Context: an optimization exercise on an open-source flow, tuned for small area, a short achievable clock period and few clock cycles. The choices shown serve that exercise and are no tape-out recipe.
At most, simulation tests tie the RTL to the original design; equivalence was not proved.
No functional check of the RTL was part of runs 1 to 3.
Power is estimated from default activity; no workload was simulated.

==> flow/config.mk <==
export PLATFORM = sky130hd
export DESIGN_NAME = algo_3_final
export DESIGN_NICKNAME = algo_3_final
export VERILOG_FILES = /design/flow/design.v
export SDC_FILE = /design/flow/constraint.sdc
export NUM_CORES = 4
export LEC_CHECK = 0
export ABC_AREA = 1
export CAP_MARGIN = 20
export CORE_MARGIN = 2
export CORE_UTILIZATION = 40
export SETUP_SLACK_MARGIN = 3.2
export SLEW_MARGIN = 20
==> flow/constraint.sdc <==
create_clock -name core_clock -period 5.5 [get_ports {clk}]
set_input_delay 1.1000 -clock core_clock [delete_from_list [all_inputs] [get_ports {clk}]]
set_output_delay 1.1000 -clock core_clock [all_outputs]
set_load 0.01 [all_outputs]
==> flow/design.v <==
module algo_3_final (
    input  wire        clk,
    input  wire        reset,       
    input  wire        trigger,     
    input  wire        pix_valid,
    input  wire [7:0]  pix_data,
    output wire        pix_ready,
    input  wire [10:0] data_ram_i,
    output wire [10:0] data_ram_o,
    output wire [10:0] addr_ram,
    output wire        we,
    input  wire [13:0] data_ram_energia_i,
    output wire [13:0] data_ram_energia_o,
    output wire [10:0] addr_ram_energia,
    input  wire [5:0]  data_ram_cantidad_i,
    output wire [5:0]  data_ram_cantidad_o,
    output wire [10:0] addr_ram_cantidad,
    output wire        fin_signal
);
  localparam integer PIXELS  = 7081;
  localparam integer RING    = 99;     
  localparam integer DLY     = 92;     
  function [6:0] step7(input [6:0] x);
    step7 = {x[5:0], x[6] ^ x[5]};
  endfunction
  function [12:0] step13(input [12:0] x);
    step13 = {x[11:0], x[12] ^ x[3] ^ x[2] ^ x[0]};
  endfunction
  function [6:0] after7(input integer n);
    integer k;
    begin
      after7 = 7'd1;
      for (k = 0; k < n; k = k + 1) after7 = step7(after7);
    end
  endfunction
  function [12:0] after13(input integer n);
    integer k;
    begin
      after13 = 13'd1;
      for (k = 0; k < n; k = k + 1) after13 = step13(after13);
    end
  endfunction
  localparam [6:0]  COL95  = after7(94);         
  localparam [6:0]  COL97  = after7(96);
  localparam [6:0]  RINGE  = after7(RING - 1);   
  localparam [6:0]  WPTRE  = after7(DLY - 1);    
  localparam [12:0] REM1   = after13(PIXELS - 1);  
  reg  restart;
  always @(posedge clk) restart <= !reset || trigger;
  reg        fin, rdy, we_r;
  reg [12:0] rem;         
  reg        open;        
  reg [7:0]  vb;          
  reg        vb_valid;
  reg [1:0]  st;          
  reg        fwr;         
  reg        clr;         
  reg [10:0] a_e;
  reg [13:0] d_e;
  reg [5:0]  d_c;
  reg [10:0] label_r;     
  reg [10:0] lab2;        
  reg        lab1z, lab2z;
  reg        G, G2;       
  reg [10:0] R1;          
  reg        R1z;
  reg [10:0] PP;          
  reg        PPz;
  reg [10:0] M3;          
  reg        M3z;
  reg [10:0] q0, q1, q2;  
  reg        q0z, q1z, q2z;
  reg [1:0]  qn;          
  reg        cap, cap_ok;
  reg [6:0]  wptr;        
  reg        filled;
  reg [6:0]  col;         
  reg        mL;          
  reg        mURn;        
  reg [6:0]  ring;        
  reg        i1;          
  reg [10:0] nxt;         
  reg        wrapped;
  reg [11:0] cf;          
  assign pix_ready           = rdy && !restart;
  assign we                  = we_r;
  assign fin_signal          = fin && !restart;
  assign data_ram_o          = label_r;
  assign addr_ram            = {4'd0, wptr & {7{fwr}}};    
  assign addr_ram_energia    = a_e;
  assign addr_ram_cantidad   = a_e;
  assign data_ram_energia_o  = d_e;
  assign data_ram_cantidad_o = d_c;
  wire accept = pix_valid && rdy;    
  wire can    = (st == 2'd0) || (st == 2'd3);
  wire proc   = vb_valid && can;
  wire        vnz   = |vb;
  wire [10:0] lft   = i1 ? lab2 : label_r;
  wire        gt    = !mL && (i1 ? G2 : G);      
  wire        lftz  = mL | (i1 ? lab2z : lab1z);
  wire        allz  = lftz & M3z;
  wire        selmx = vnz & !allz;
  wire        selnx = vnz & allz;
  wire [10:0] lab   = (selmx & gt) ? lft :
                      selmx ? M3 : (selnx ? nxt : 11'd0);
  wire        labz  = !vnz | (allz & (nxt == 11'd0));
  wire        op_new = vnz & allz & !wrapped;
  wire        op_rmw = vnz & !labz & !op_new;
  wire        p_new  = proc & op_new;
  wire        p_rmw  = proc & op_rmw;
  wire        alloc  = proc & vnz & allz;
  wire [10:0] sm  = mURn ? 11'd0 : q0;
  wire        smz = mURn | q0z;
  wire [10:0] m3n = (PP < sm) ? sm : PP;
  wire        m3z = PPz & smz;
  wire        cL  = (label_r > PP) && (label_r > sm);
  wire        cL2 = (lab2 > PP) && (lab2 > sm);
  wire        cM  = (M3 > PP) && (M3 > sm);
  wire        cN  = (nxt > PP) && (nxt > sm);
  wire        gn  = !vnz ? 1'b0 : allz ? cN : gt ? (i1 ? cL2 : cL) : cM;
  wire [10:0] r1m = mURn ? 11'd0 : R1;
  wire        r1mz = mURn | R1z;
  wire [10:0] ppn = (r1m < q0) ? q0 : r1m;
  wire        ppz = r1mz & q0z;
  wire [10:0] din  = cap_ok ? data_ram_i : 11'd0;
  wire        dinz = (din == 11'd0);
  wire [8:0]  e_lo  = {1'b0, data_ram_energia_i[7:0]} + {1'b0, d_e[7:0]};
  wire [5:0]  e_hi1 = data_ram_energia_i[13:8] + 6'd1;
  wire        eqr   = (cf == {1'b0, nxt});
  wire [1:0]  st_n  = p_rmw ? 2'd1 : (st == 2'd1) ? 2'd2 : (st == 2'd2) ? 2'd3 : 2'd0;
  wire        cfinc = clr | (alloc & eqr);
  wire [11:0] cf_p1 = cf + 12'd1;
  wire [11:0] cf_n  = cfinc ? cf_p1 : cf;
  wire        cfd_n = cf[11] | (&cf[10:0] & cfinc);    
  wire        fin_n = fin | (!open && !vb_valid && can && cfd_n);
  wire        we_n  = !fin_n && (st_n != 2'd1);
  wire        lab_n = p_new | p_rmw;              
  wire        lbr_n = (st == 2'd2);               
  wire        fwr_n = (proc & !op_rmw) | (st == 2'd1);
  wire        vbv_n = accept | (vb_valid & !proc);
  wire        open_n = open & !(accept & (rem == REM1));
  wire        clr_n = we_n & !lab_n & !lbr_n & (st_n != 2'd2) & !cfd_n;
  always @(posedge clk) begin
    if (restart) begin
      fin <= 1'b0; rdy <= 1'b1;
      rem <= 13'd1; open <= 1'b1;
      vb_valid <= 1'b0;
      st <= 2'd0; fwr <= 1'b0; clr <= 1'b0;
      R1 <= 11'd0; R1z <= 1'b1; PP <= 11'd0; PPz <= 1'b1; M3 <= 11'd0; M3z <= 1'b1;
      q0 <= 11'd0; q1 <= 11'd0; q2 <= 11'd0; q0z <= 1'b1; q1z <= 1'b1; q2z <= 1'b1;
      qn <= 2'd3; cap <= 1'b0;
      wptr <= 7'd1; filled <= 1'b0;
      col <= 7'd1; mL <= 1'b1; mURn <= 1'b0;
      ring <= 7'd1; i1 <= 1'b1;
      nxt <= 11'd1; wrapped <= 1'b0; cf <= 12'd1;
    end else begin
      if (accept) rem <= step13(rem);
      vb_valid <= vbv_n;
      open     <= open_n;
      rdy      <= open_n && (!vbv_n || st_n == 2'd0 || st_n == 2'd3);
      fin      <= fin_n;
      st       <= st_n;
      cf       <= cf_n;
      clr      <= clr_n;
      fwr <= fwr_n;
      if (fwr) begin
        if (wptr == WPTRE) begin wptr <= 7'd1; filled <= 1'b1; end
        else wptr <= step7(wptr);
      end
      cap <= fwr;
      qn  <= qn + {1'b0, cap} - {1'b0, proc};
      if (proc) begin
        q0 <= q1; q0z <= q1z;
        q1 <= q2; q1z <= q2z;
      end
      if (cap) begin
        if (qn == {1'b0, proc}) begin q0 <= din; q0z <= dinz; end
        if (qn == 2'd1 + {1'b0, proc}) begin q1 <= din; q1z <= dinz; end
        if (qn == 2'd2 + {1'b0, proc}) begin q2 <= din; q2z <= dinz; end
      end
      if (proc) begin
        R1 <= q0; R1z <= q0z;
        PP <= ppn; PPz <= ppz;
        M3 <= m3n; M3z <= m3z;
        col  <= (col == COL97) ? 7'd1 : step7(col);
        mL   <= (col == COL97);
        mURn <= (col == COL95);
        ring <= (ring == RINGE) ? 7'd1 : step7(ring);
        i1   <= (ring == RINGE);
        if (alloc) begin
          nxt <= nxt + 11'd1;
          if (nxt == 11'd2047) wrapped <= 1'b1;
        end
      end
    end
  end
  always @(posedge clk) begin
    if (accept) vb <= pix_data;
    we_r   <= we_n;
    cap_ok <= filled;
    a_e    <= lab_n ? lab : (lbr_n ? label_r : cf_n[10:0]);
    if (lab_n) begin
      d_e <= {6'd0, vb};
      d_c <= 6'd1;
    end else if (st == 2'd2) begin
      d_e <= {e_lo[8] ? e_hi1 : data_ram_energia_i[13:8], e_lo[7:0]};
      d_c <= data_ram_cantidad_i + 6'd1;
    end else if (st != 2'd1) begin
      d_e <= 14'd0;
      d_c <= 6'd0;
    end
    if (proc) begin
      label_r <= lab; lab1z <= labz;
      lab2 <= label_r; lab2z <= lab1z;
      G  <= gn;
      G2 <= cL;
    end
  end
endmodule
==> flow/run.sh <==
#!/bin/bash
# synth_recipe.tcl (not shown) runs the flow's synth.tcl, then flattens the netlist and writes it again
# the make line also repeats each setting of config.mk as NAME=value (left out here)
make -C /OpenROAD-flow-scripts/flow DESIGN_CONFIG=/design/flow/config.mk WORK_HOME=/design/flow/orfs CLKGATE_MAP_FILE= SYNTH_SCRIPT=/design/flow/synth_recipe.tcl finish
==> impl_results.md, run 1 <==
* Status: no timing/DRC/antenna violations
* Share of the yosys chip area belonging to registers at 37.2%
* Fin Setup TNS at 0 ns
* Met2 Resource Use GR at 35.8%
* Sw Ratio at 24.3%
* Die X at 182 µm
* Vias in the first global route at between 10k and 15k
* Busiest grt layer: met2
* Share of post-route cells with drive strength above 1 at 18.3%
* Initial DRC count at between 800 and 900
* Pin count of the biggest net entering global routing at 80
* Area leader, netlist: dfxtp_1
* # DRC at 0
* Final hold violations at 0
* Final min period at roughly 2.4 ns
* Critical path class: reg2out
* Ranking of synthesized cells by area: dfxtp_1 (27%), ha_1 (13%), nand2_1 (12%)
* Worst setup SP type: flop
* H-tree levels at 1
* Tot Pwr at 3.63 mW
* Clk pwr share at ~46%
* Compound-Gate Fraction of Synth Area at 17.2%
* Area of placed instances at roughly 14000 µm²
* HPWL after DPL at 24400 µm
* Post-route ant nets at 0
* Fin. max-slew vios at 0
* Drt total wl at 37300 µm
* Fillers at 2908
* CTS buffer count at 25
* Nets@finish at 2049
* DR pass1 iterations at 5
* Unrepaired setup endpoints after global routing: yes
* Inserted Diodes at 0
* Gr ovfl total at 0
* DIE HEIGHT at ~180 µm
* Via density per instance at 5.26
* Critical Path Fanout Max at 6
* Leakage power at about 7 nW
* Combinational family with the most area after synthesis: simple AND/OR/NAND/NOR gates
* CP endpoint kind: output pin
* XOR/XNOR Fraction of Synth Area at 1.24%
* Via count at 12.1k
* Ys flop type: dfxtp_1
* Bufs on Longest Clock Path at 3
* Post-synth top area share at between 20% and 30%
* Synth Warn # at 1
* Row count at 65
* Clock Latency Late Sink at 0.54 ns
* First-pass GRT wire length at 57500 µm
* Syn Inst Count at 1706
* Initial antenna violation count at 0
* Yosys reg bits at between 200 and 250
* Ports at 110
* Area Growth Syn to Fin at 29.4%
* Post-Layout Inst Area at 16300 µm²
* Max Cap Viol at 0
* Syn_area_per_cell at 7.39 µm²
* Crit path required time at 4.40 ns
* Final GP Congestion at 0.899
* CTS tree: built
* Crit path top cell by count: buf_6
* Clock skew at 0.0145 ns
* Sequential fraction of design power at approximately 45%
* Port Buf Inserts at 105
* Post-Synth Simple-Gate Area at 22.6%
* Synth Area in Adders at 12.7%
* Net load switching power at 0.885 mW
* Fin crit share at between 40 and 50%
* Mapped cell area at 12600 µm²
* Hold Path Class: reg2reg
* Headroom to the max-slew limit at a little under half
* Worst EP arrival at around 1.3 ns
* Clk root buf: clkbuf_16
* CTS sink count at 213
* Core area at 31300 µm²
* Final setup vio count at 0
* Internal power at 2.75 mW
* Fmax at 0.410 GHz
* Slowest stage delay, CP at approximately 0.35 ns
* Asr flop ratio synth at 0%
* Logic pwr share at 9.0%
* Tot GR Track Use at 21.2%
* Worst path slowest cell: dfxtp_4
* Clock-pin slew on the worst setup and hold paths at 0.06 ns
* Peak VDD IR at 0.223 mV
* Library cells used by synthesis at 50
* Multiplexer share of the synthesized area at 0%
* Number of synthesized flops with an enable pin at 42
* Die footprint at 33000 µm²
* Initial Utilization at between 40% and 50%
* PD cells at approximately 220 nW/µm²
* Met3 Use GR at around 2.4%
* Worst slew pin tran at 0.787 ns
* Wire per inst at between 15 and 20 µm
* Critical-path cell list: buf_12, buf_6, nand2_4, inv_2, buf_6
* Met1 usage in global routing at 29.0%
[repair_timing]
item                                    in CTS  in global routing
hold buffers                                 0                  0
resized for setup                          225                159
setup buffers                               63                 35
pin swaps                                   21                 40
endpoints found under the setup margin     238                147
cloned                                       6                  8
hold endpoints to repair                     0                  0
[state kept, by name, summed over array words and instances (netlist names), 2 cells and up]
| register | cells |
|---|---|
| lab2 | 11 |
| a_e | 11 |
| PP | 11 |
| q0 | 11 |
| rem | 13 |
| d_e | 14 |
| q1 | 11 |
| vb | 8 |
| nxt | 11 |
| M3 | 11 |
| col | 7 |
| d_c | 6 |
| st | 2 |
| cf | 12 |
| wptr | 7 |
| qn | 2 |
| R1 | 11 |
| label_r | 11 |
| ring | 7 |
| q2 | 11 |
[synth_stat cells, types with 4 or more instances]
library cell,n
nand2_1,400
inv_1,188
a21oi_1,178
o21ai_0,177
dfxtp_1,171
ha_1,126
nor2_1,121
nand3_1,63
clkbuf_1,43
edfxtp_1,42
nor3_1,24
nand4_1,18
buf_4,16
xor2_1,14
o21ai_1,11
buf_2,9
nor4_1,8
a21oi_2,7
buf_6,6
o21a_1,6
buf_1,5
inv_2,5
nand2_4,5
o2111ai_1,5
nand3b_1,4
nor2_4,4
o211ai_1,4
o21ai_2,4
or2_2,4
[stage by stage]
| step | util (%) | instances | setup WS [ns] | hold WS (ns) |
|---|---|---|---|---|
| after global routing | 52.1 | 2300 | 3.02 | 0.359 |
| final | 52.1 | 2300 | 3.06 | 0.352 |
| after floorplan | - | 1709 | 2.99 | 0.331 |
| after detailed placement | 44.2 | 2142 | 2.33 | 0.350 |
| after CTS | 49.0 | 2257 | 3.01 | 0.355 |
| after global placement | 44.2 | 2141 | 2.38 | 0.345 |
[metal layers]
metal | share of wire, % | vias to the layer above | wire length [µm]
met4 | 2.6 | 0 | 957
met1 | 45 | 5661 | 16800
met3 | 4.8 | 64 | 1790
met2 | 48 | 329 | 17800
li1 | - | 6033 | -
met5 | 0 | - | 0
[cell usage in the layout, fill, tap and decap left out, types with 7 or more instances in the layout]
cell type / n
nor4_1: 8
clkdlybuf4s15_1: 10
nand3_2: 12
inv_2: 12
o21ai_1: 23
dlygate4sd2_1: 29
clkdlybuf4s50_1: 35
clkbuf_2: 7
a21oi_2: 15
buf_2: 16
buf_6: 32
clkbuf_16: 26
o21ai_0: 160
nand3_1: 52
xor2_1: 14
dfxtp_1: 161
nor2_1: 114
nand4_1: 18
ha_1: 108
a21oi_1: 169
ha_4: 18
nand2_4: 16
nor3_1: 19
inv_1: 174
edfxtp_1: 42
clkbuf_1: 9
o21ai_2: 9
nand2_1: 363
nand2_2: 24
nor2_4: 8
buf_4: 73
nand3_4: 7
[worst paths after layout]
path / cells past startpoint / end / start / slack (ns)
worst max-delay path: 5 / addr_ram[0] / fwr$_SDFF_PP0_ / 3.06
worst min-delay path: 0 / cap_ok$_DFF_P_ / filled$_SDFFE_PP0P_ / 0.35
worst max register to register: 10 / M3[4]$_SDFFE_PP0N_ / mURn$_SDFFE_PP0N_ / 3.20
worst min register to register: 0 / cap_ok$_DFF_P_ / filled$_SDFFE_PP0P_ / 0.35
[worst max-delay path: cells and delay by family, from the launching register on]
family / cells / cell delay [ns]
buffers and inverters: 4 / 0.40
flip-flops: 1 / 0.35
AND/OR/NAND/NOR: 1 / 0.06
[area by class of cell]
type | instances | area (µm²) | share of cell area, %
well taps | 402 | 503 | 3.08
repair buffers | 208 | 1840 | 11.3
inverters | 196 | 816 | 5.00
clock buffers | 37 | 712 | 4.36
repair inverters | 7 | 52.6 | 0.322
flip-flops and latches | 213 | 4710 | 28.9
multi-input cells | 1228 | 7570 | 46.4
clock inverters | 9 | 110 | 0.675
[cells by family after synthesis]
logic type / after synthesis
flops: 213
compound gates: 407
other cells: 1
buf+inv: 275
fa+ha+maj: 127
xor+xnor: 17
simple gates: 666
[power groups by stage]
stage	clock network [mW]	registers (mW)	logic (mW)
global route	1.77	1.64	0.360
CTS	1.71	1.64	0.276
finish	1.67	1.64	0.326
global placement	0	1.68	0.250
detailed placement	0	1.68	0.252
floorplan	0	1.67	0.165
==> run 2: changes to the inputs <==
--- a/flow/design.v
+++ b/flow/design.v
@@ -52,7 +52,8 @@
   reg        open;        
   reg [7:0]  vb;          
   reg        vb_valid;
-  reg [1:0]  st;          
+  reg [2:0]  st;          
+  reg        cr;          
   reg        fwr;         
   reg        clr;         
   reg [10:0] a_e;
@@ -92,7 +93,7 @@
   assign data_ram_energia_o  = d_e;
   assign data_ram_cantidad_o = d_c;
   wire accept = pix_valid && rdy;    
-  wire can    = (st == 2'd0) || (st == 2'd3);
+  wire can    = (st == 3'd0) || (st == 3'd4);
   wire proc   = vb_valid && can;
   wire        vnz   = |vb;
   wire [10:0] lft   = i1 ? lab2 : label_r;
@@ -125,27 +126,27 @@
   wire [10:0] din  = cap_ok ? data_ram_i : 11'd0;
   wire        dinz = (din == 11'd0);
   wire [8:0]  e_lo  = {1'b0, data_ram_energia_i[7:0]} + {1'b0, d_e[7:0]};
-  wire [5:0]  e_hi1 = data_ram_energia_i[13:8] + 6'd1;
   wire        eqr   = (cf == {1'b0, nxt});
-  wire [1:0]  st_n  = p_rmw ? 2'd1 : (st == 2'd1) ? 2'd2 : (st == 2'd2) ? 2'd3 : 2'd0;
+  wire [2:0]  st_n  = p_rmw ? 3'd1 : (st == 3'd1) ? 3'd2 : (st == 3'd2) ? 3'd3 :
+                      (st == 3'd3) ? 3'd4 : 3'd0;
   wire        cfinc = clr | (alloc & eqr);
   wire [11:0] cf_p1 = cf + 12'd1;
   wire [11:0] cf_n  = cfinc ? cf_p1 : cf;
   wire        cfd_n = cf[11] | (&cf[10:0] & cfinc);    
   wire        fin_n = fin | (!open && !vb_valid && can && cfd_n);
-  wire        we_n  = !fin_n && (st_n != 2'd1);
+  wire        we_n  = !fin_n && (st_n != 3'd1);
   wire        lab_n = p_new | p_rmw;              
-  wire        lbr_n = (st == 2'd2);               
-  wire        fwr_n = (proc & !op_rmw) | (st == 2'd1);
+  wire        lbr_n = (st == 3'd3);               
+  wire        fwr_n = (proc & !op_rmw) | (st == 3'd1);
   wire        vbv_n = accept | (vb_valid & !proc);
   wire        open_n = open & !(accept & (rem == REM1));
-  wire        clr_n = we_n & !lab_n & !lbr_n & (st_n != 2'd2) & !cfd_n;
+  wire        clr_n = we_n & !lab_n & !lbr_n & (st_n != 3'd2) & (st_n != 3'd3) & !cfd_n;
   always @(posedge clk) begin
     if (restart) begin
       fin <= 1'b0; rdy <= 1'b1;
       rem <= 13'd1; open <= 1'b1;
       vb_valid <= 1'b0;
-      st <= 2'd0; fwr <= 1'b0; clr <= 1'b0;
+      st <= 3'd0; fwr <= 1'b0; clr <= 1'b0;
       R1 <= 11'd0; R1z <= 1'b1; PP <= 11'd0; PPz <= 1'b1; M3 <= 11'd0; M3z <= 1'b1;
       q0 <= 11'd0; q1 <= 11'd0; q2 <= 11'd0; q0z <= 1'b1; q1z <= 1'b1; q2z <= 1'b1;
       qn <= 2'd3; cap <= 1'b0;
@@ -157,7 +158,7 @@
       if (accept) rem <= step13(rem);
       vb_valid <= vbv_n;
       open     <= open_n;
-      rdy      <= open_n && (!vbv_n || st_n == 2'd0 || st_n == 2'd3);
+      rdy      <= open_n && (!vbv_n || st_n == 3'd0 || st_n == 3'd4);
       fin      <= fin_n;
       st       <= st_n;
       cf       <= cf_n;
@@ -202,10 +203,13 @@
     if (lab_n) begin
       d_e <= {6'd0, vb};
       d_c <= 6'd1;
-    end else if (st == 2'd2) begin
-      d_e <= {e_lo[8] ? e_hi1 : data_ram_energia_i[13:8], e_lo[7:0]};
+    end else if (st == 3'd2) begin
+      d_e <= {data_ram_energia_i[13:8], e_lo[7:0]};
+      cr  <= e_lo[8];
       d_c <= data_ram_cantidad_i + 6'd1;
-    end else if (st != 2'd1) begin
+    end else if (st == 3'd3) begin
+      d_e[13:8] <= d_e[13:8] + {5'd0, cr};
+    end else if (st != 3'd1) begin
       d_e <= 14'd0;
       d_c <= 6'd0;
     end
--- a/flow/config.mk
+++ b/flow/config.mk
@@ -9,5 +9,5 @@
 export CAP_MARGIN = 20
 export CORE_MARGIN = 2
 export CORE_UTILIZATION = 40
-export SETUP_SLACK_MARGIN = 3.2
+export SETUP_SLACK_MARGIN = 3.4
 export SLEW_MARGIN = 20
==> impl_results.md, run 2 <==
* CTS sink count at 215 (+0.94%)
* Peak VDD IR at 0.263 mV (+18%)
* Row count at 64 (-1.5%)
* Tot Pwr at 3.76 mW (+3.4%)
* Fmax at 0.428 GHz (+4.4%)
* Asr flop ratio synth at 0% (unchanged)
* Area Growth Syn to Fin at 33.7%
* Wire per inst at 16.8 µm (+4.0%)
* Nets@finish at 2006 (-2.1%)
* Initial Utilization at 40.7% (+0.40 points)
* Bufs on Longest Clock Path at 3 (unchanged)
* Headroom to the max-slew limit at 52.2% (+4.6 points)
* Critical path class: reg2out
* RR Startpoint: fwr$_SDFF_PP0_
* Area leader, netlist: dfxtp_1
* Critical-path cell list: buf_6, nand2_4, inv_4, buf_6
* Worst path slowest cell: dfxtp_4
* Yosys reg bits at 215 (+0.94%)
* WP buf/inv at 3 (-1)
* Syn Inst Count at 1661 (-2.6%)
* Clk root buf: clkbuf_16
* Worst slew pin tran at 0.715 ns (-0.0715 ns)
* Status: no timing/DRC/antenna violations
* Tot GR Track Use at 21.7% (+0.44 points)
* Slack of the worst reg-to-reg path at 3.18 ns (-0.02 ns)
* Fillers at 2811 (-3.3%)
* Post-Layout Inst Area at 16600 µm² (+2.0%)
* Syn_area_per_cell at 7.49 µm² (+1.3%)
* Final setup vio count at 0 (unchanged)
* Max Cap Viol at 0 (unchanged)
* Fin crit share at 42.5% (-1.9 points)
* Synth cell count leaders: nand2_1 (377), a21oi_1 (196), dfxtp_1 (172)
* PD cells at 226 nW/µm² (+1.4%)
* Post-synth top area share at 27.7% (+0.53 points)
* Hold Path Sink: cap_ok$_DFF_P_
* Core area at 30600 µm² (-2.3%)
* Clock-pin slew on the worst setup and hold paths at 0.06 ns (about the same)
* Unrepaired setup endpoints after global routing: yes
* CP endpoint kind: output pin
* Ranking of synthesized cells by area: dfxtp_1 (28%), ha_1 (12%), nand2_1 (11%)
* Final worst setup slack at 3.16 ns (+0.103 ns)
* Synth Warn # at 1 (unchanged)
* Biggest register: d_e
* Area of placed instances at 13700 µm² (-1.2%)
* Final min period at 2.34 ns (-0.103 ns)
* Reg-to-Reg End: wptr[2]$_SDFFE_PP0P_
* Clock skew at 0.0145 ns (-0.0000129 ns)
* DIE HEIGHT at 180 µm (-0.66%)
* Die footprint at 32500 µm² (-1.3%)
* First-pass GRT wire length at 58300 µm (+1.5%)
* Worst EP arrival at 1.24 ns (-0.10 ns)
* H-tree levels at 1 (unchanged)
* DR pass1 iterations at 5 (unchanged)
* Critical Path Fanout Max at 7 (+1)
* Gr ovfl total at 0 (unchanged)
* Worst hold path startpoint: filled$_SDFFE_PP0P_
* Ys flop type: dfxtp_1
* WHS Path Cells at 0 (unchanged)
* HPWL after DPL at 24100 µm (-1.6%)
* Number of synthesized flops with an enable pin at 43 (+2.4%)
* Final hold violations at 0 (unchanged)
* Port Buf Inserts at 105 (unchanged)
* Fin Setup TNS at 0 ns (unchanged)
* Via density per instance at 5.37 (+2.2%)
* Clock Latency Late Sink at 0.54 ns (about the same)
* Hold_ws at 0.350 ns (-0.00153 ns)
* Most common cell in the synthesized netlist: nand2_1
* Ports at 110 (unchanged)
* Library cells used by synthesis at 51 (+2.0%)
* Drt total wl at 38000 µm (+1.9%)
* Post-route ant nets at 0 (unchanged)
* Initial DRC count at 897 (+0.34%)
* Cells on worst reg2reg path at 19 (+9)
* Share of post-route cells with drive strength above 1 at 24.2% (+5.9 points)
* CTS buffer count at 26 (+4.0%)
* Crit path top cell by count: buf_6
* Slowest stage delay, CP at 0.39 ns (+0.04 ns)
* Commonest non-fill, non-tap cell in the layout: nand2_1
* Initial antenna violation count at 0 (unchanged)
* Worst setup SP type: flop
* Final GP Congestion at 0.902 (+0.40%)
* Crit path max-delay family: flip-flops
* # DRC at 0 (unchanged)
* Via count at 12.1k (+0.14%)
* Fin. max-slew vios at 0 (unchanged)
* Inserted Diodes at 0 (unchanged)
* Mapped cell area at 12400 µm² (-1.3%)
* Vias in the first global route at 11.3k (+2.0%)
* Crit path required time at 4.40 ns (about the same)
* Hold Path Class: reg2reg
* Largest register FFs at 14 (unchanged)
* CP startpoint: fwr$_SDFF_PP0_
* CTS tree: built
* Place WS at 2.41 ns (+0.0748 ns)
* Most frequent cells in the layout: nand2_1 (334), a21oi_1 (164), inv_1 (150)
* Largest regs: d_e (14), rem (13), cf (12)
* Pin count of the biggest net entering global routing at 79 (-1.3%)
* Leakage power at 7.01 nW (+0.33%)
* Share of the yosys chip area belonging to registers at 38.1% (+0.91 points)
* Die X at 180 µm (-0.66%)
==> run 2: changes by cell type in the layout (fill, tap and decap cells not counted), sizes merged, moves of 5 or more <==
cell | before | now
nand3 | 71 | 111
clkdlybuf4s15 | 10 | 1
nor3 | 28 | 21
inv | 196 | 170
or2 | 4 | 9
o211ai | 4 | 10
buf | 126 | 168
nand2 | 409 | 381
dlygate4sd2 | 29 | 2
nor2 | 127 | 94
clkinvlp | 6 | 14
a21oi | 185 | 196
nand4 | 18 | 23
o21ai | 192 | 168
==> run 2: per-layer routing <==
metal / vias up / wire length [µm] / global-route usage [%]
met5: - / 0 / 0
met4: 0 / 1310 / 7.00
met3: 83 / 2200 / 2.75
met2: 390 / 17800 / 35.9
met1: 5656 / 16700 / 29.4
li1: 5975 / - / -
==> run 2: kinds of logic (layout without fill, tap and decap cells) <==
group           after synthesis  count (layout)  synth area share (%)
simple gates                642             648                  22.2
compound gates              405             405                  17.3
buf+inv                     258             446                  8.77
flops                       215             215                  38.1
fa+ha+maj                   125             125                  12.6
xor+xnor                     15              15                  1.06
other cells                   1               4                0.0301
==> run 2: timing repair <==
item,in CTS,in global routing
resized for setup,418,186
cloned,13,5
pin swaps,28,50
hold buffers,0,0
buffers inserted,69,30
setup endpoints to repair,223,203
==> run 2: how the worst max path moves through the flow <==
stage,depth (start not counted),endpoint
final,4,addr_ram[3]
after global routing,4,addr_ram[3]
after CTS,4,addr_ram[3]
after detailed placement,12,M3[7]$_SDFFE_PP0N_
after global placement,11,cr$_DFFE_PP_
after floorplan,9,d_e[6]$_DFFE_PP_
==> run 2: layout make-up <==
class                      count  area, µm²  share of cell area (%)
tap                          396        495                    2.98
clock buffer                  38        766                    4.60
timing repair inverter         7       47.5                   0.286
clock inverter                10        131                   0.790
timing repair buffer         214       2000                    12.0
inverter                     177        711                    4.27
multi-input combinational   1197       7690                    46.2
sequential                   215       4800                    28.8
==> run 2: through the flow <==
stage | std cells | util (%)
after floorplan | 1664 | -
after global placement | 2089 | 44.7
after detailed placement | 2089 | 44.7
after CTS | 2219 | 50.7
after global routing | 2254 | 54.4
final | 2254 | 54.4
==> run 2: report_power, final <==
part / total [mW] / internal [mW] / switching, mW
clock network: 1.77 / 1.06 / 0.703
registers: 1.65 / 1.63 / 0.0229
logic: 0.338 / 0.143 / 0.195
total: 3.76 / 2.84 / 0.920
==> run 3: changes to the inputs <==
--- a/flow/design.v
+++ b/flow/design.v
@@ -26,6 +26,30 @@
   function [12:0] step13(input [12:0] x);
     step13 = {x[11:0], x[12] ^ x[3] ^ x[2] ^ x[0]};
   endfunction
+  function gt11(input [10:0] a, input [10:0] b);
+    reg [15:0] g0, l0;
+    reg [7:0]  g1, l1;
+    reg [3:0]  g2, l2;
+    reg [1:0]  g3, l3;
+    integer k;
+    begin
+      g0 = {5'd0, a} & ~{5'd0, b};
+      l0 = ~{5'd0, a} & {5'd0, b};
+      for (k = 0; k < 8; k = k + 1) begin
+        g1[k] = g0[2*k+1] | (~l0[2*k+1] & g0[2*k]);
+        l1[k] = l0[2*k+1] | (~g0[2*k+1] & l0[2*k]);
+      end
+      for (k = 0; k < 4; k = k + 1) begin
+        g2[k] = g1[2*k+1] | (~l1[2*k+1] & g1[2*k]);
+        l2[k] = l1[2*k+1] | (~g1[2*k+1] & l1[2*k]);
+      end
+      for (k = 0; k < 2; k = k + 1) begin
+        g3[k] = g2[2*k+1] | (~l2[2*k+1] & g2[2*k]);
+        l3[k] = l2[2*k+1] | (~g2[2*k+1] & l2[2*k]);
+      end
+      gt11 = g3[1] | (~l3[1] & g3[0]);
+    end
+  endfunction
   function [6:0] after7(input integer n);
     integer k;
     begin
@@ -52,8 +76,7 @@
   reg        open;        
   reg [7:0]  vb;          
   reg        vb_valid;
-  reg [2:0]  st;          
-  reg        cr;          
+  reg [1:0]  st;          
   reg        fwr;         
   reg        clr;         
   reg [10:0] a_e;
@@ -62,7 +85,6 @@
   reg [10:0] label_r;     
   reg [10:0] lab2;        
   reg        lab1z, lab2z;
-  reg        G, G2;       
   reg [10:0] R1;          
   reg        R1z;
   reg [10:0] PP;          
@@ -93,11 +115,13 @@
   assign data_ram_energia_o  = d_e;
   assign data_ram_cantidad_o = d_c;
   wire accept = pix_valid && rdy;    
-  wire can    = (st == 3'd0) || (st == 3'd4);
+  wire can    = (st == 2'd0) || (st == 2'd3);
   wire proc   = vb_valid && can;
   wire        vnz   = |vb;
   wire [10:0] lft   = i1 ? lab2 : label_r;
-  wire        gt    = !mL && (i1 ? G2 : G);      
+  wire        gt1   = gt11(label_r, M3);
+  wire        gt2   = gt11(lab2, M3);
+  wire        gt    = !mL && (i1 ? gt2 : gt1);
   wire        lftz  = mL | (i1 ? lab2z : lab1z);
   wire        allz  = lftz & M3z;
   wire        selmx = vnz & !allz;
@@ -112,41 +136,34 @@
   wire        alloc  = proc & vnz & allz;
   wire [10:0] sm  = mURn ? 11'd0 : q0;
   wire        smz = mURn | q0z;
-  wire [10:0] m3n = (PP < sm) ? sm : PP;
+  wire [10:0] m3n = gt11(sm, PP) ? sm : PP;
   wire        m3z = PPz & smz;
-  wire        cL  = (label_r > PP) && (label_r > sm);
-  wire        cL2 = (lab2 > PP) && (lab2 > sm);
-  wire        cM  = (M3 > PP) && (M3 > sm);
-  wire        cN  = (nxt > PP) && (nxt > sm);
-  wire        gn  = !vnz ? 1'b0 : allz ? cN : gt ? (i1 ? cL2 : cL) : cM;
   wire [10:0] r1m = mURn ? 11'd0 : R1;
   wire        r1mz = mURn | R1z;
-  wire [10:0] ppn = (r1m < q0) ? q0 : r1m;
+  wire [10:0] ppn = gt11(q0, r1m) ? q0 : r1m;
   wire        ppz = r1mz & q0z;
   wire [10:0] din  = cap_ok ? data_ram_i : 11'd0;
   wire        dinz = (din == 11'd0);
-  wire [8:0]  e_lo  = {1'b0, data_ram_energia_i[7:0]} + {1'b0, d_e[7:0]};
   wire        eqr   = (cf == {1'b0, nxt});
-  wire [2:0]  st_n  = p_rmw ? 3'd1 : (st == 3'd1) ? 3'd2 : (st == 3'd2) ? 3'd3 :
-                      (st == 3'd3) ? 3'd4 : 3'd0;
+  wire [1:0]  st_n  = p_rmw ? 2'd1 : (st == 2'd1) ? 2'd2 : (st == 2'd2) ? 2'd3 : 2'd0;
   wire        cfinc = clr | (alloc & eqr);
   wire [11:0] cf_p1 = cf + 12'd1;
   wire [11:0] cf_n  = cfinc ? cf_p1 : cf;
   wire        cfd_n = cf[11] | (&cf[10:0] & cfinc);    
   wire        fin_n = fin | (!open && !vb_valid && can && cfd_n);
-  wire        we_n  = !fin_n && (st_n != 3'd1);
+  wire        we_n  = !fin_n && (st_n != 2'd1);
   wire        lab_n = p_new | p_rmw;              
-  wire        lbr_n = (st == 3'd3);               
-  wire        fwr_n = (proc & !op_rmw) | (st == 3'd1);
+  wire        lbr_n = (st == 2'd2);               
+  wire        fwr_n = (proc & !op_rmw) | (st == 2'd1);
   wire        vbv_n = accept | (vb_valid & !proc);
   wire        open_n = open & !(accept & (rem == REM1));
-  wire        clr_n = we_n & !lab_n & !lbr_n & (st_n != 3'd2) & (st_n != 3'd3) & !cfd_n;
+  wire        clr_n = we_n & !lab_n & !lbr_n & (st_n != 2'd2) & !cfd_n;
   always @(posedge clk) begin
     if (restart) begin
       fin <= 1'b0; rdy <= 1'b1;
       rem <= 13'd1; open <= 1'b1;
       vb_valid <= 1'b0;
-      st <= 3'd0; fwr <= 1'b0; clr <= 1'b0;
+      st <= 2'd0; fwr <= 1'b0; clr <= 1'b0;
       R1 <= 11'd0; R1z <= 1'b1; PP <= 11'd0; PPz <= 1'b1; M3 <= 11'd0; M3z <= 1'b1;
       q0 <= 11'd0; q1 <= 11'd0; q2 <= 11'd0; q0z <= 1'b1; q1z <= 1'b1; q2z <= 1'b1;
       qn <= 2'd3; cap <= 1'b0;
@@ -158,7 +175,7 @@
       if (accept) rem <= step13(rem);
       vb_valid <= vbv_n;
       open     <= open_n;
-      rdy      <= open_n && (!vbv_n || st_n == 3'd0 || st_n == 3'd4);
+      rdy      <= open_n && (!vbv_n || st_n == 2'd0 || st_n == 2'd3);
       fin      <= fin_n;
       st       <= st_n;
       cf       <= cf_n;
@@ -203,21 +220,16 @@
     if (lab_n) begin
       d_e <= {6'd0, vb};
       d_c <= 6'd1;
-    end else if (st == 3'd2) begin
-      d_e <= {data_ram_energia_i[13:8], e_lo[7:0]};
-      cr  <= e_lo[8];
+    end else if (st == 2'd2) begin
+      d_e <= data_ram_energia_i + d_e;
       d_c <= data_ram_cantidad_i + 6'd1;
-    end else if (st == 3'd3) begin
-      d_e[13:8] <= d_e[13:8] + {5'd0, cr};
-    end else if (st != 3'd1) begin
+    end else if (st != 2'd1) begin
       d_e <= 14'd0;
       d_c <= 6'd0;
     end
     if (proc) begin
       label_r <= lab; lab1z <= labz;
       lab2 <= label_r; lab2z <= lab1z;
-      G  <= gn;
-      G2 <= cL;
     end
   end
 endmodule
--- a/flow/config.mk
+++ b/flow/config.mk
@@ -9,5 +9,5 @@
 export CAP_MARGIN = 20
 export CORE_MARGIN = 2
 export CORE_UTILIZATION = 40
-export SETUP_SLACK_MARGIN = 3.4
+export SETUP_SLACK_MARGIN = 3.0
 export SLEW_MARGIN = 20
==> impl_results.md, run 3 <==
* Status: no timing/DRC/antenna violations
* Library cells used by synthesis at 52 (+2.0%)
* Post-synth top area share at 31.3% (+3.6 points)
* Critical path class: reg2out
* Share of post-route cells with drive strength above 1 at 8.53% (-16 points)
* Area Growth Syn to Fin at 21.5%
* CP startpoint: a_e[3]$_DFF_P_
* Clock-pin slew on the worst setup and hold paths at 0.06 ns (about the same)
* Ys flop type: dfxtp_1
* Worst setup SP type: flop
* Ranking of synthesized cells by area: dfxtp_1 (31%), nand2_1 (12%), edfxtp_1 (11%)
* Sw Ratio at 22.8% (-1.6 points)
* Critical-path cell list: clkdlybuf4s50_1
* Inserted Diodes at 0 (unchanged)
* First-pass GRT wire length at 46100 µm (-21%)
* Worst slew pin tran at 0.837 ns (+0.121 ns)
* Die footprint at 28700 µm² (-12%)
* XOR/XNOR Fraction of Synth Area at 2.08% (+1.0 points)
* Port Buf Inserts at 105 (unchanged)
* Row count at 60 (-6.3%)
* CP endpoint kind: output pin
* Mapped cell area at 10900 µm² (-12%)
* Largest register FFs at 14 (unchanged)
* WP buf/inv at 1 (-2)
* Multiplexer share of the synthesized area at 0% (unchanged)
* Commonest non-fill, non-tap cell in the layout: nand2_1
* H-tree levels at 1 (unchanged)
* Area leader, netlist: dfxtp_1
* Yosys reg bits at 211 (-1.9%)
* Final setup vio count at 0 (unchanged)
* Biggest register: d_e
* DR pass1 iterations at 5 (unchanged)
* Fin. max-slew vios at 0 (unchanged)
* Combinational family with the most area after synthesis: simple AND/OR/NAND/NOR gates
* Post-route insts no fill at 1947 (-14%)
* CTS buffer count at 25 (-3.8%)
* Tot GR Track Use at 19.2% (-2.5 points)
* Number of synthesized flops with an enable pin at 40 (-7.0%)
* Fmax at 0.404 GHz (-5.6%)
* Nets@finish at 1653 (-18%)
* Compound-Gate Fraction of Synth Area at 16.5% (-0.78 points)
* Headroom to the max-slew limit at 43.9% (-8.3 points)
* Fin Setup TNS at 0 ns (unchanged)
* Die X at 169 µm (-6.1%)
* Pin count of the biggest net entering global routing at 88 (+11%)
* Net load switching power at 0.810 mW (-12%)
* Clock Latency Late Sink at 0.52 ns (-0.02 ns)
* Worst path slowest cell: clkdlybuf4s50_1
* Multi-input gate area at 5390 µm² (-30%)
* HPWL after DPL at 19000 µm (-21%)
* Syn_area_per_cell at 7.26 µm² (-3.0%)
* CTS tree: built
* Critical Path Fanout Max at 2 (-5)
* Peak VDD IR at 0.259 mV (-1.7%)
* Bufs on Longest Clock Path at 3 (unchanged)
* Tot Pwr at 3.55 mW (-5.7%)
* CTS sink count at 211 (-1.9%)
* Register area at 4630 µm² (-3.4%)
* Sequential fraction of design power at 45.6% (+1.6 points)
* Final hold violations at 0 (unchanged)
* Crit path required time at 4.40 ns (about the same)
* Vias in the first global route at 9296 (-18%)
* Most frequent cells in the layout: nand2_1 (336), inv_1 (169), dfxtp_1 (168)
* Final min period at 2.48 ns (+0.138 ns)
* Drt total wl at 28700 µm (-25%)
* Asr flop ratio synth at 0% (unchanged)
* Initial Utilization at 40.7% (about the same)
* Post-Synth Simple-Gate Area at 26.4% (+4.2 points)
* Logic pwr share at 6.3% (-2.7 points)
* Hold Path Class: reg2reg
* Gr ovfl total at 0 (unchanged)
* Worst EP arrival at 1.38 ns (+0.14 ns)
* Synth Area in Adders at 2.70% (-9.9 points)
* Initial antenna violation count at 0 (unchanged)
* Most common cell in the synthesized netlist: nand2_1
* RR Startpoint: st[0]$_SDFF_PP0_
* # DRC at 0 (unchanged)
* Internal power at 2.74 mW (-3.6%)
* Max Cap Viol at 0 (unchanged)
* Synth cell count leaders: nand2_1 (338), dfxtp_1 (171), inv_1 (171)
* Wire per inst at 14.7 µm (-13%)
* Via density per instance at 5.15 (-4.1%)
* Fin crit share at 45.0% (+2.5 points)
* Clk root buf: clkbuf_16
* Leakage power at 5.63 nW (-20%)
* Final GP Congestion at 0.894 (-0.93%)
* Clk pwr share at 48.1% (+1.1 points)
* Slowest stage delay, CP at 0.53 ns (+0.14 ns)
* Clock skew at 0.00743 ns (-0.00702 ns)
* DIE HEIGHT at 169 µm (-6.1%)
* Fillers at 2704 (-3.8%)
* Post-route ant nets at 0 (unchanged)
* Unrepaired setup endpoints after global routing: yes
* Core area at 26900 µm² (-12%)
* Crit path max-delay family: buffers and inverters
* Largest regs: d_e (14), rem (13), cf (12)
* Share of the yosys chip area belonging to registers at 42.3% (+4.2 points)
* Synth Warn # at 1 (unchanged)
* Via count at 10.0k (-17%)
* Initial DRC count at 745 (-17%)
* Inst Count DP at 1877 (-10%)
* Worst hold path startpoint: filled$_SDFFE_PP0P_
* PD cells at 267 nW/µm² (+18%)
* Syn Inst Count at 1505 (-9.4%)
* Ports at 110 (unchanged)
## run 3: cell count changes in the layout (fill, tap and decap cells not counted), moves of 34 or more
cell	change
ha_1	-80
buf_4	-61
dlygate4sd2_1	+53
buf_6	-49
nand3_1	+46
dfxtp_1	+34
## run 3: worst paths after layout
path         slack, ns                    to  cells after the start
max               3.02  addr_ram_cantidad[3]                      1
min               0.36        cap_ok$_DFF_P_                      0
max reg2reg       3.03      q1[3]$_SDFF_PP0_                     11
min reg2reg       0.36        cap_ok$_DFF_P_                      0
## run 3: logic make-up after synthesis
family	Yosys count
other	1
adders and majority gates	23
DFF	211
buffers and inverters	259
and+or+nand+nor	648
AOI/OAI and AO/OA	337
xor gates and xnor gates	26
## run 3: timing repair
action / 4_1_cts / 5_1_grt
pin swaps: 4 / 5
setup endpoints to repair: 178 / 117
cloned: 0 / 4
gates resized for setup: 79 / 43
setup buffers: 14 / 6
hold buffers: 0 / 0
## run 3: routing by layer
| metal | global-route usage, % | wire [µm] | vias to the layer above |
|---|---|---|---|
| met4 | 5.57 | 684 | 0 |
| met1 | 26.0 | 13300 | 4559 |
| li1 | - | - | 5155 |
| met5 | 0 | 0 | - |
| met2 | 32.1 | 13300 | 266 |
| met3 | 2.38 | 1390 | 48 |
## run 3: cell type report
cell class | instances | area share, %
Timing Repair inverter | 1 | 0.0565
Inverter | 177 | 5.16
Sequential cell | 211 | 34.9
Tap cell | 341 | 3.21
Clock buffer | 33 | 5.32
Timing Repair Buffer | 132 | 9.66
Clock inverter | 13 | 1.11
Multi-Input combinational cell | 1039 | 40.6
## run 3: power groups by stage
stage,Sequential [mW],Clock (mW),Combinational [mW]
after global routing,1.62,1.80,0.247
after CTS,1.62,1.73,0.208
after floorplan,1.65,0,0.126
final,1.62,1.71,0.222
after global placement,1.66,0,0.196
after detailed placement,1.66,0,0.197
## run 3: per-stage QoR
stage | cell area (µm²) | worst slack (ns) | hold WS [ns] | util (%)
after floorplan | 11000 | 3.01 | 0.331 | -
after global placement | 12000 | 2.43 | 0.354 | 44.8
after detailed placement | 12100 | 2.38 | 0.349 | 44.8
after CTS | 13000 | 2.90 | 0.363 | 48.5
after global routing | 13300 | 2.84 | 0.373 | 49.4
final | 13300 | 3.02 | 0.360 | 49.4
## run 3: worst register-to-register path, delay by kind of cell, from the launching register on
kind	cells	cell delay [ns]
adder cells (fa/ha/maj)	1	0.35
AND/OR/NAND/NOR	4	0.82
flip-flops	1	0.36
buffers and inverters	4	0.63
AO/OA/AOI/OAI	2	0.24
==> run 4: changes to the inputs <==
--- a/flow/design.v
+++ b/flow/design.v
@@ -93,7 +93,7 @@
   reg        M3z;
   reg [10:0] q0, q1, q2;  
   reg        q0z, q1z, q2z;
-  reg [1:0]  qn;          
+  reg [3:0]  qn;          
   reg        cap, cap_ok;
   reg [6:0]  wptr;        
   reg        filled;
@@ -115,7 +115,7 @@
   assign data_ram_energia_o  = d_e;
   assign data_ram_cantidad_o = d_c;
   wire accept = pix_valid && rdy;    
-  wire can    = (st == 2'd0) || (st == 2'd3);
+  reg  can;               
   wire proc   = vb_valid && can;
   wire        vnz   = |vb;
   wire [10:0] lft   = i1 ? lab2 : label_r;
@@ -166,7 +166,7 @@
       st <= 2'd0; fwr <= 1'b0; clr <= 1'b0;
       R1 <= 11'd0; R1z <= 1'b1; PP <= 11'd0; PPz <= 1'b1; M3 <= 11'd0; M3z <= 1'b1;
       q0 <= 11'd0; q1 <= 11'd0; q2 <= 11'd0; q0z <= 1'b1; q1z <= 1'b1; q2z <= 1'b1;
-      qn <= 2'd3; cap <= 1'b0;
+      qn <= 4'b1000; cap <= 1'b0; can <= 1'b1;
       wptr <= 7'd1; filled <= 1'b0;
       col <= 7'd1; mL <= 1'b1; mURn <= 1'b0;
       ring <= 7'd1; i1 <= 1'b1;
@@ -186,15 +186,17 @@
         else wptr <= step7(wptr);
       end
       cap <= fwr;
-      qn  <= qn + {1'b0, cap} - {1'b0, proc};
+      can <= (st_n == 2'd0) || (st_n == 2'd3);
+      if (cap && !proc) qn <= {qn[2:0], 1'b0};
+      if (proc && !cap) qn <= {1'b0, qn[3:1]};
       if (proc) begin
         q0 <= q1; q0z <= q1z;
         q1 <= q2; q1z <= q2z;
       end
       if (cap) begin
-        if (qn == {1'b0, proc}) begin q0 <= din; q0z <= dinz; end
-        if (qn == 2'd1 + {1'b0, proc}) begin q1 <= din; q1z <= dinz; end
-        if (qn == 2'd2 + {1'b0, proc}) begin q2 <= din; q2z <= dinz; end
+        if (proc ? qn[1] : qn[0]) begin q0 <= din; q0z <= dinz; end
+        if (proc ? qn[2] : qn[1]) begin q1 <= din; q1z <= dinz; end
+        if (proc ? qn[3] : qn[2]) begin q2 <= din; q2z <= dinz; end
       end
       if (proc) begin
         R1 <= q0; R1z <= q0z;
==> impl_results.md, run 4 <==
* Tot Pwr at 3.36 mW (-5.2%)
* HPWL after DPL at 19500 µm (+3.0%)
* Initial Utilization at 40.9% (+0.27 points)
* Final Util at 49.0% (-0.38 points)
* Gr ovfl total at 0 (unchanged)
* Share of post-route cells with drive strength above 1 at 7.50% (-1.0 points)
* Fin crit share at 44.4% (-0.59 points)
* Slowest stage delay, CP at 0.41 ns (-0.12 ns)
* Vias in the first global route at 9056 (-2.6%)
* Asr flop ratio synth at 0% (unchanged)
* Clock skew at 0.00900 ns (+0.00157 ns)
* Fmax at 0.409 GHz (+1.3%)
* H-tree levels at 1 (unchanged)
* Area Growth Syn to Fin at 19.8%
* Worst setup SP type: flop
* Fin. max-slew vios at 0 (unchanged)
* Row count at 60 (unchanged)
* Final hold violations at 0 (unchanged)
* Hold Path Class: reg2reg
* Post-route ant nets at 0 (unchanged)
* Critical Path Fanout Max at 12 (+10)
* Synth Warn # at 1 (unchanged)
* CTS tree: built
* Critical path class: reg2out
* Headroom to the max-slew limit at 48.4% (+4.5 points)
* Mapped cell area at 11100 µm² (+1.2%)
* Worst EP arrival at 1.34 ns (-0.04 ns)
* Via density per instance at 5.11 (-0.83%)
* Status: no timing/DRC/antenna violations
* Ranking of synthesized cells by area: dfxtp_1 (31%), nand2_1 (13%), edfxtp_1 (11%)
* Wire per inst at 14.3 µm (-2.6%)
* Area leader, netlist: dfxtp_1
* Post-synth top area share at 31.5% (+0.16 points)
* DIE HEIGHT at 170 µm (+0.60%)
* Syn Inst Count at 1552 (+3.1%)
* Synth cell count leaders: nand2_1 (369), inv_1 (179), dfxtp_1 (174)
* PD cells at 254 nW/µm² (-5.0%)
* Final GP Congestion at 0.907 (+1.4%)
* Bufs on Longest Clock Path at 3 (unchanged)
* Initial DRC count at 534 (-28%)
* Share of the yosys chip area belonging to registers at 42.3% (about the same)
* WP buf/inv at 1 (unchanged)
* Fillers at 2728 (+0.89%)
* Most common cell in the synthesized netlist: nand2_1
* Final min period at 2.44 ns (-0.0325 ns)
* Clock Latency Late Sink at 0.53 ns (about the same)
* Largest register FFs at 14 (unchanged)
* # DRC at 0 (unchanged)
* Number of synthesized flops with an enable pin at 40 (unchanged)
* Pin count of the biggest net entering global routing at 107 (+22%)
* Peak VDD IR at 0.230 mV (-11%)
* Syn_area_per_cell at 7.13 µm² (-1.8%)
* Critical-path cell list: nor2_2, dlygate4sd2_1
* Worst path slowest cell: dfxtp_4
* Fin Setup TNS at 0 ns (unchanged)
* Die footprint at 29000 µm² (+1.2%)
* CTS sink count at 214 (+1.4%)
* CP endpoint kind: output pin
* Yosys reg bits at 214 (+1.4%)
* Clk root buf: clkbuf_16
* CTS buffer count at 24 (-4.0%)
* Unrepaired setup endpoints after global routing: no
* Clock-pin slew on the worst setup and hold paths at 0.06 ns (about the same)
* DR pass1 iterations at 5 (unchanged)
* Port Buf Inserts at 105 (unchanged)
* Core area at 27000 µm² (+0.56%)
* Ports at 110 (unchanged)
* Most frequent cells in the layout: nand2_1 (362), inv_1 (174), dfxtp_1 (170)
* Ys flop type: dfxtp_1
* Library cells used by synthesis at 46 (-12%)
* Inserted Diodes at 0 (unchanged)
* Die X at 170 µm (+0.60%)
* Nets@finish at 1706 (+3.2%)
* Max Cap Viol at 0 (unchanged)
* Leakage power at 5.79 nW (+2.8%)
* Worst slew pin tran at 0.775 ns (-0.0620 ns)
* Via count at 10.2k (+1.6%)
* Tot GR Track Use at 19.0% (-0.15 points)
* Post-CTS Hold Buffers at 0 (unchanged)
* Crit path required time at 4.40 ns (about the same)
* Initial antenna violation count at 0 (unchanged)
* Commonest non-fill, non-tap cell in the layout: nand2_1
* Biggest register: d_e
* Drt total wl at 28600 µm (-0.27%)
* First-pass GRT wire length at 45300 µm (-1.7%)
* Largest regs: d_e (14), rem (13), cf (12)
* Crit path max-delay family: flip-flops
* Final setup vio count at 0 (unchanged)
run 4: cell count changes after synthesis, moves of 7 or more:
cell and change:
nand2_1 +31, clkbuf_1 +18, nand3_1 -27, buf_2 -7, nor3_1 +8, a21oi_1 +21, inv_1 +8, o21ai_0 +13
nor2_1 +20, a211oi_1 -9
run 4: worst paths after layout:
check / start / to / slack, ns / depth (start not counted)
max: restart$_DFF_P_ / fin_signal / 3.06 / 2
min: filled$_SDFFE_PP0P_ / cap_ok$_DFF_P_ / 0.38 / 0
max reg2reg: label_r[5]$_DFFE_PN_ / label_r[1]$_DFFE_PN_ / 3.19 / 12
min reg2reg: filled$_SDFFE_PP0P_ / cap_ok$_DFF_P_ / 0.38 / 0
run 4: kinds of logic (layout without fill, tap and decap cells):
logic type               after synthesis  in the layout  share of synthesized area (%)
AO/OA/AOI/OAI                        370            370                           17.8
XOR/XNOR                              25             25                           1.98
adder cells (fa/ha/maj)               25             25                           2.89
buffers and inverters                264            362                           9.86
flip-flops                           214            214                           42.3
other                                  1              4                         0.0339
AND/OR/NAND/NOR                      653            653                           25.1
run 4: worst register-to-register path, delay by kind of cell, from the launching register on:
family                 cells  cell delay [ns]
DFF                        1             0.41
and+or+nand+nor            9             1.19
buffers and inverters      2             0.25
AOI/OAI and AO/OA          1             0.20
run 4: cell type report:
class,instances,area [µm²],share of cell area [%]
clock buffers,36,696,5.25
clock inverters,5,36.3,0.274
inverters,181,697,5.26
multi-input cells,1077,5430,41.0
flip-flops and latches,214,4700,35.4
well taps,341,427,3.22
repair buffers,137,1250,9.45
repair inverters,3,20.0,0.151
run 4: layer usage:
layer,track usage [%],up-vias,wire length [µm]
li1,-,5293,-
met1,26.2,4613,13600
met2,31.0,234,13100
met3,2.79,45,1280
met4,5.28,0,578
met5,0,-,0
run 4: power by group:
part	internal, mW	switching, mW	leakage, nW
Combinational	0.0868	0.131	3.62
Clock	0.869	0.638	0.363
Sequential	1.62	0.0176	1.81
run 4: metrics by stage:
stage | cell area [µm²] | instances | worst slack [ns] | hold slack (ns)
2_1_floorplan | 11100 | 1555 | 2.95 | 0.331
6_report | 13300 | 1994 | 3.06 | 0.377
3_5_place_dp | 12200 | 1925 | 2.19 | 0.373
3_3_place_gp | 12200 | 1925 | 2.32 | 0.369
5_1_grt | 13300 | 1994 | 3.00 | 0.391
4_1_cts | 13100 | 1986 | 2.80 | 0.384
run 4: what timing repair did:
action / 4_1_cts / 5_1_grt
cloned: 3 / 0
pin swaps: 0 / 3
buffers inserted: 17 / 8
endpoints found under the setup margin: 128 / 79
gates resized for setup: 71 / 38
Testbench counts of run 4, summed over its fixed seeds: cycles 173,018.
==> run 5: changes to the inputs <==
--- a/flow/design.v
+++ b/flow/design.v
@@ -23,9 +23,6 @@
   function [6:0] step7(input [6:0] x);
     step7 = {x[5:0], x[6] ^ x[5]};
   endfunction
-  function [12:0] step13(input [12:0] x);
-    step13 = {x[11:0], x[12] ^ x[3] ^ x[2] ^ x[0]};
-  endfunction
   function gt11(input [10:0] a, input [10:0] b);
     reg [15:0] g0, l0;
     reg [7:0]  g1, l1;
@@ -57,23 +54,18 @@
       for (k = 0; k < n; k = k + 1) after7 = step7(after7);
     end
   endfunction
-  function [12:0] after13(input integer n);
-    integer k;
-    begin
-      after13 = 13'd1;
-      for (k = 0; k < n; k = k + 1) after13 = step13(after13);
-    end
-  endfunction
   localparam [6:0]  COL95  = after7(94);         
+  localparam [6:0]  COL96  = after7(95);
   localparam [6:0]  COL97  = after7(96);
   localparam [6:0]  RINGE  = after7(RING - 1);   
   localparam [6:0]  WPTRE  = after7(DLY - 1);    
-  localparam [12:0] REM1   = after13(PIXELS - 1);  
+  localparam [6:0]  ROWL   = after7(PIXELS / 97 - 1);   
   reg  restart;
   always @(posedge clk) restart <= !reset || trigger;
   reg        fin, rdy, we_r;
-  reg [12:0] rem;         
-  reg        open;        
+  reg [6:0]  row;         
+  reg        last1;       
+  reg        done;        
   reg [7:0]  vb;          
   reg        vb_valid;
   reg [1:0]  st;          
@@ -150,18 +142,20 @@
   wire [11:0] cf_p1 = cf + 12'd1;
   wire [11:0] cf_n  = cfinc ? cf_p1 : cf;
   wire        cfd_n = cf[11] | (&cf[10:0] & cfinc);    
-  wire        fin_n = fin | (!open && !vb_valid && can && cfd_n);
+  wire        fin_n = fin | (done && can && cfd_n);
   wire        we_n  = !fin_n && (st_n != 2'd1);
   wire        lab_n = p_new | p_rmw;              
   wire        lbr_n = (st == 2'd2);               
   wire        fwr_n = (proc & !op_rmw) | (st == 2'd1);
   wire        vbv_n = accept | (vb_valid & !proc);
-  wire        open_n = open & !(accept & (rem == REM1));
+  wire        last1_n = last1 | (proc && row == ROWL && col == COL96);
+  wire        done_n  = done | (proc && last1);
+  wire        open_n  = !(done_n || (last1_n && vbv_n));
   wire        clr_n = we_n & !lab_n & !lbr_n & (st_n != 2'd2) & !cfd_n;
   always @(posedge clk) begin
     if (restart) begin
       fin <= 1'b0; rdy <= 1'b1;
-      rem <= 13'd1; open <= 1'b1;
+      row <= 7'd1; last1 <= 1'b0; done <= 1'b0;
       vb_valid <= 1'b0;
       st <= 2'd0; fwr <= 1'b0; clr <= 1'b0;
       R1 <= 11'd0; R1z <= 1'b1; PP <= 11'd0; PPz <= 1'b1; M3 <= 11'd0; M3z <= 1'b1;
@@ -172,9 +166,9 @@
       ring <= 7'd1; i1 <= 1'b1;
       nxt <= 11'd1; wrapped <= 1'b0; cf <= 12'd1;
     end else begin
-      if (accept) rem <= step13(rem);
       vb_valid <= vbv_n;
-      open     <= open_n;
+      last1    <= last1_n;
+      done     <= done_n;
       rdy      <= open_n && (!vbv_n || st_n == 2'd0 || st_n == 2'd3);
       fin      <= fin_n;
       st       <= st_n;
@@ -203,6 +197,7 @@
         PP <= ppn; PPz <= ppz;
         M3 <= m3n; M3z <= m3z;
         col  <= (col == COL97) ? 7'd1 : step7(col);
+        if (col == COL97) row <= step7(row);
         mL   <= (col == COL97);
         mURn <= (col == COL95);
         ring <= (ring == RINGE) ? 7'd1 : step7(ring);
==> impl_results.md, run 5 <==
* CTS sink count at 209 (-2.3%)
* Largest regs: d_e (14), cf (12)
* Worst setup SP type: flop
* Place WS at 2.40 ns (+0.201 ns)
* Die X at 169 µm (-0.49%)
* RR Startpoint: vb[4]$_DFFE_PP_
* Register area at 4600 µm² (-2.2%)
* Initial antenna violation count at 0 (unchanged)
* Area leader, netlist: dfxtp_1
* Largest register FFs at 14 (unchanged)
* HPWL after DPL at 19900 µm (+1.7%)
* Fin. max-slew vios at 0 (unchanged)
* Fin Setup TNS at 0 ns (unchanged)
* Clock-pin slew on the worst setup and hold paths at 0.06 ns (about the same)
* Share of post-route cells with drive strength above 1 at 7.63% (+0.13 points)
* Met2 Resource Use GR at 30.6% (-0.39 points)
* Number of synthesized flops with an enable pin at 40 (unchanged)
* Crit path to: addr_ram[0]
* Slack of the worst reg-to-reg path at 3.17 ns (-0.02 ns)
* Post-route ant nets at 0 (unchanged)
* Most frequent cells in the layout: nand2_1 (363), inv_1 (170), dfxtp_1 (164)
* Commonest non-fill, non-tap cell in the layout: nand2_1
* Reg-to-Reg End: d_e[0]$_DFFE_PP_
* Final min period at 2.44 ns (-0.00420 ns)
* Via count at 10.1k (-1.2%)
* Clock Latency Late Sink at 0.54 ns (about the same)
* Fin crit share at 44.3% (-0.076 points)
* Initial Utilization at 40.6% (-0.30 points)
* Status: no timing/DRC/antenna violations
* Port Buf Inserts at 105 (unchanged)
* XOR/XNOR Fraction of Synth Area at 2.08% (+0.10 points)
* Nets@finish at 1673 (-1.9%)
* CTS buffer count at 26 (+8.3%)
* Via density per instance at 5.12 (+0.22%)
* Headroom to the max-slew limit at 45.9% (-2.5 points)
* Initial DRC count at 633 (+19%)
* Clk root buf: clkbuf_16
* Ports at 110 (unchanged)
* Synth Warn # at 1 (unchanged)
* Synth Area in Adders at 2.92% (+0.029 points)
* Vias in the first global route at 8965 (-1.0%)
* Multi-input gate area at 5390 µm² (-0.69%)
* Cells on worst reg2reg path at 11 (-1)
* Share of the yosys chip area belonging to registers at 41.9% (-0.48 points)
* Syn Inst Count at 1528 (-1.5%)
* Mapped cell area at 11000 µm² (-1.0%)
* Ranking of synthesized cells by area: dfxtp_1 (31%), nand2_1 (13%), edfxtp_1 (11%)
* Core area at 27000 µm² (-0.28%)
* Row count at 60 (unchanged)
* Ys flop type: dfxtp_1
* Leakage power at 5.64 nW (-2.6%)
* Wire per inst at 14.5 µm (+1.3%)
* First-pass GRT wire length at 46100 µm (+1.7%)
* CTS tree: built
* Drt total wl at 28600 µm (-0.12%)
* Worst slew pin tran at 0.812 ns (+0.0373 ns)
* Library cells used by synthesis at 52 (+13%)
* Fmax at 0.410 GHz (+0.17%)
* Clock skew at 0.0111 ns (+0.00213 ns)
* Tot GR Track Use at 19.4% (+0.38 points)
* Synth cell count leaders: nand2_1 (365), inv_1 (170), dfxtp_1 (169)
* Crit path required time at 4.40 ns (about the same)
* Area of placed instances at 12100 µm² (-1.3%)
* Multiplexer share of the synthesized area at 0.0914% (+0.091 points)
* Final GP Congestion at 0.913 (+0.69%)
* Area Growth Syn to Fin at 20.5%
* Pin count of the biggest net entering global routing at 107 (unchanged)
* Final setup vio count at 0 (unchanged)
* Biggest register: d_e
* Most common cell in the synthesized netlist: nand2_1
* Max Cap Viol at 0 (unchanged)
* # DRC at 0 (unchanged)
* Final worst setup slack at 3.06 ns (+0.00420 ns)
* Met1 usage in global routing at 27.6% (+1.4 points)
* Bufs on Longest Clock Path at 3 (unchanged)
* Post-synth top area share at 30.9% (-0.59 points)
* H-tree levels at 1 (unchanged)
* Final Util at 49.0% (-0.049 points)
* Post-Layout Inst Area at 13200 µm² (-0.38%)
* Busiest grt layer: met2
* Hold_ws at 0.402 ns (+0.0252 ns)
* DIE HEIGHT at 169 µm (-0.49%)
* Inserted Diodes at 0 (unchanged)
* Post-CTS Hold Buffers at 0 (unchanged)
* Hold Path Class: reg2reg
* Gr ovfl total at 0 (unchanged)
* Critical path class: reg2out
* Yosys reg bits at 209 (-2.3%)
* Critical Path Fanout Max at 9 (-3)
* Combinational family with the most area after synthesis: simple AND/OR/NAND/NOR gates
* DR pass1 iterations at 5 (unchanged)
* PD cells at 275 nW/µm² (+8.5%)
* Unrepaired setup endpoints after global routing: yes
* Syn_area_per_cell at 7.17 µm² (+0.55%)
* Final hold violations at 0 (unchanged)
* Worst EP arrival at 1.34 ns (about the same)
* CP endpoint kind: output pin
* Die footprint at 28700 µm² (-0.98%)
* Met3 Use GR at 3.13% (+0.33 points)
* Peak VDD IR at 0.199 mV (-13%)
* Fillers at 2707 (-0.77%)
* Compound-Gate Fraction of Synth Area at 17.3% (-0.46 points)
* CP startpoint: fwr$_SDFF_PP0_
* Post-Synth Simple-Gate Area at 25.7% (+0.59 points)
* Asr flop ratio synth at 0% (unchanged)
-- run 5: how the worst min path moves through the flow --
stage / end / slack (ns) / start / cells after the start
CTS: cap_ok$_DFF_P_ / 0.41 / filled$_SDFFE_PP0P_ / 0
finish: cap_ok$_DFF_P_ / 0.40 / filled$_SDFFE_PP0P_ / 0
global placement: cap_ok$_DFF_P_ / 0.40 / filled$_SDFFE_PP0P_ / 0
floorplan: cap_ok$_DFF_P_ / 0.33 / filled$_SDFFE_PP0P_ / 0
global route: cap_ok$_DFF_P_ / 0.42 / filled$_SDFFE_PP0P_ / 0
detailed placement: cap_ok$_DFF_P_ / 0.39 / filled$_SDFFE_PP0P_ / 0
-- run 5: routing by layer --
metal	vias up	share of wire, %
li1	5198	-
met1	4554	48
met2	273	44
met3	39	5.5
met4	0	2.1
met5	-	0
-- run 5: timing repair --
action | 4_1_cts | 5_1_grt
resized for setup | 78 | 28
pin swaps | 2 | 5
setup buffers | 14 | 1
endpoints found under the setup margin | 129 | 70
gates cloned | 0 | 0
-- run 5: metrics by stage --
step                      power, mW  std cells
after CTS                      3.66       1965
after detailed placement       1.83       1903
after global routing           3.76       1966
after floorplan                1.75       1531
final                          3.63       1966
after global placement         1.83       1903
-- run 5: report_power, final --
group          switching (mW)  internal, mW  total, mW
sequential             0.0154          1.58       1.60
combinational           0.126        0.0808      0.207
clock                   0.696          1.13       1.83
-- run 5: cell type report --
class / instances / area share (%)
clock buffers: 34 / 5.85
clock inverters: 14 / 1.33
inverters: 178 / 5.18
multi-input cells: 1064 / 40.8
flip-flops and latches: 209 / 34.8
well taps: 341 / 3.23
repair buffers: 126 / 8.77
-- run 5: cells by family (layout without fill, tap and decap cells) --
| logic type | after synthesis | count (layout) |
|---|---|---|
| adder cells (fa/ha/maj) | 25 | 25 |
| other | 1 | 4 |
| AND/OR/NAND/NOR | 652 | 652 |
| XOR/XNOR | 26 | 26 |
| multiplexers | 1 | 1 |
| flip-flops | 209 | 209 |
| buffers and inverters | 258 | 352 |
| AO/OA/AOI/OAI | 356 | 356 |
-- run 5: critical path, cell delays in order (launching register included) --
cell and delay [ns]:
dfxtp_4 0.40, nand2_1 0.09, inv_1 0.06, dlygate4sd2_1 0.25
Testbench counts of run 5, summed over its fixed seeds: cycles 173,018.

## what the ideal ports hide
No port has a modelled driver above. Below, the same layouts with a new extraction and two added sets of constraints.
Step 1 (the two cells are an assumption about what drives the block):
set clk [get_ports {clk}]
set_driving_cell -lib_cell sky130_fd_sc_hd__clkbuf_16 $clk
set_driving_cell -lib_cell sky130_fd_sc_hd__buf_2 [delete_from_list [all_inputs] $clk]
Step 2, shift: input delay + t, output delay - t, t = (earliest + latest rising clock arrival at the registers) / 2. This alone moves slack from input paths to output paths.
Slacks: ideal ports / drivers / drivers and shift; pairs: ideal ports / drivers.
run	t, ns	setup WS [ns]	worst slew at a driven data input, ns
run 1	0.581	3.059 / 3.009 / 2.748	0.04
run 2	0.583	3.162 / 3.112 / 2.818	0.05
run 3	0.567	3.024 / 2.978 / 2.571	0.04
run 4	0.571	3.057 / 3.007 / 2.527	0.04
run 5	0.586	3.061 / 3.010 / 2.516	0.04
After both steps every run listed still meets setup and hold. For run 5, which loses most, drivers alone change the setup slack by -0.051 ns; drivers and shift together by -0.545 ns.
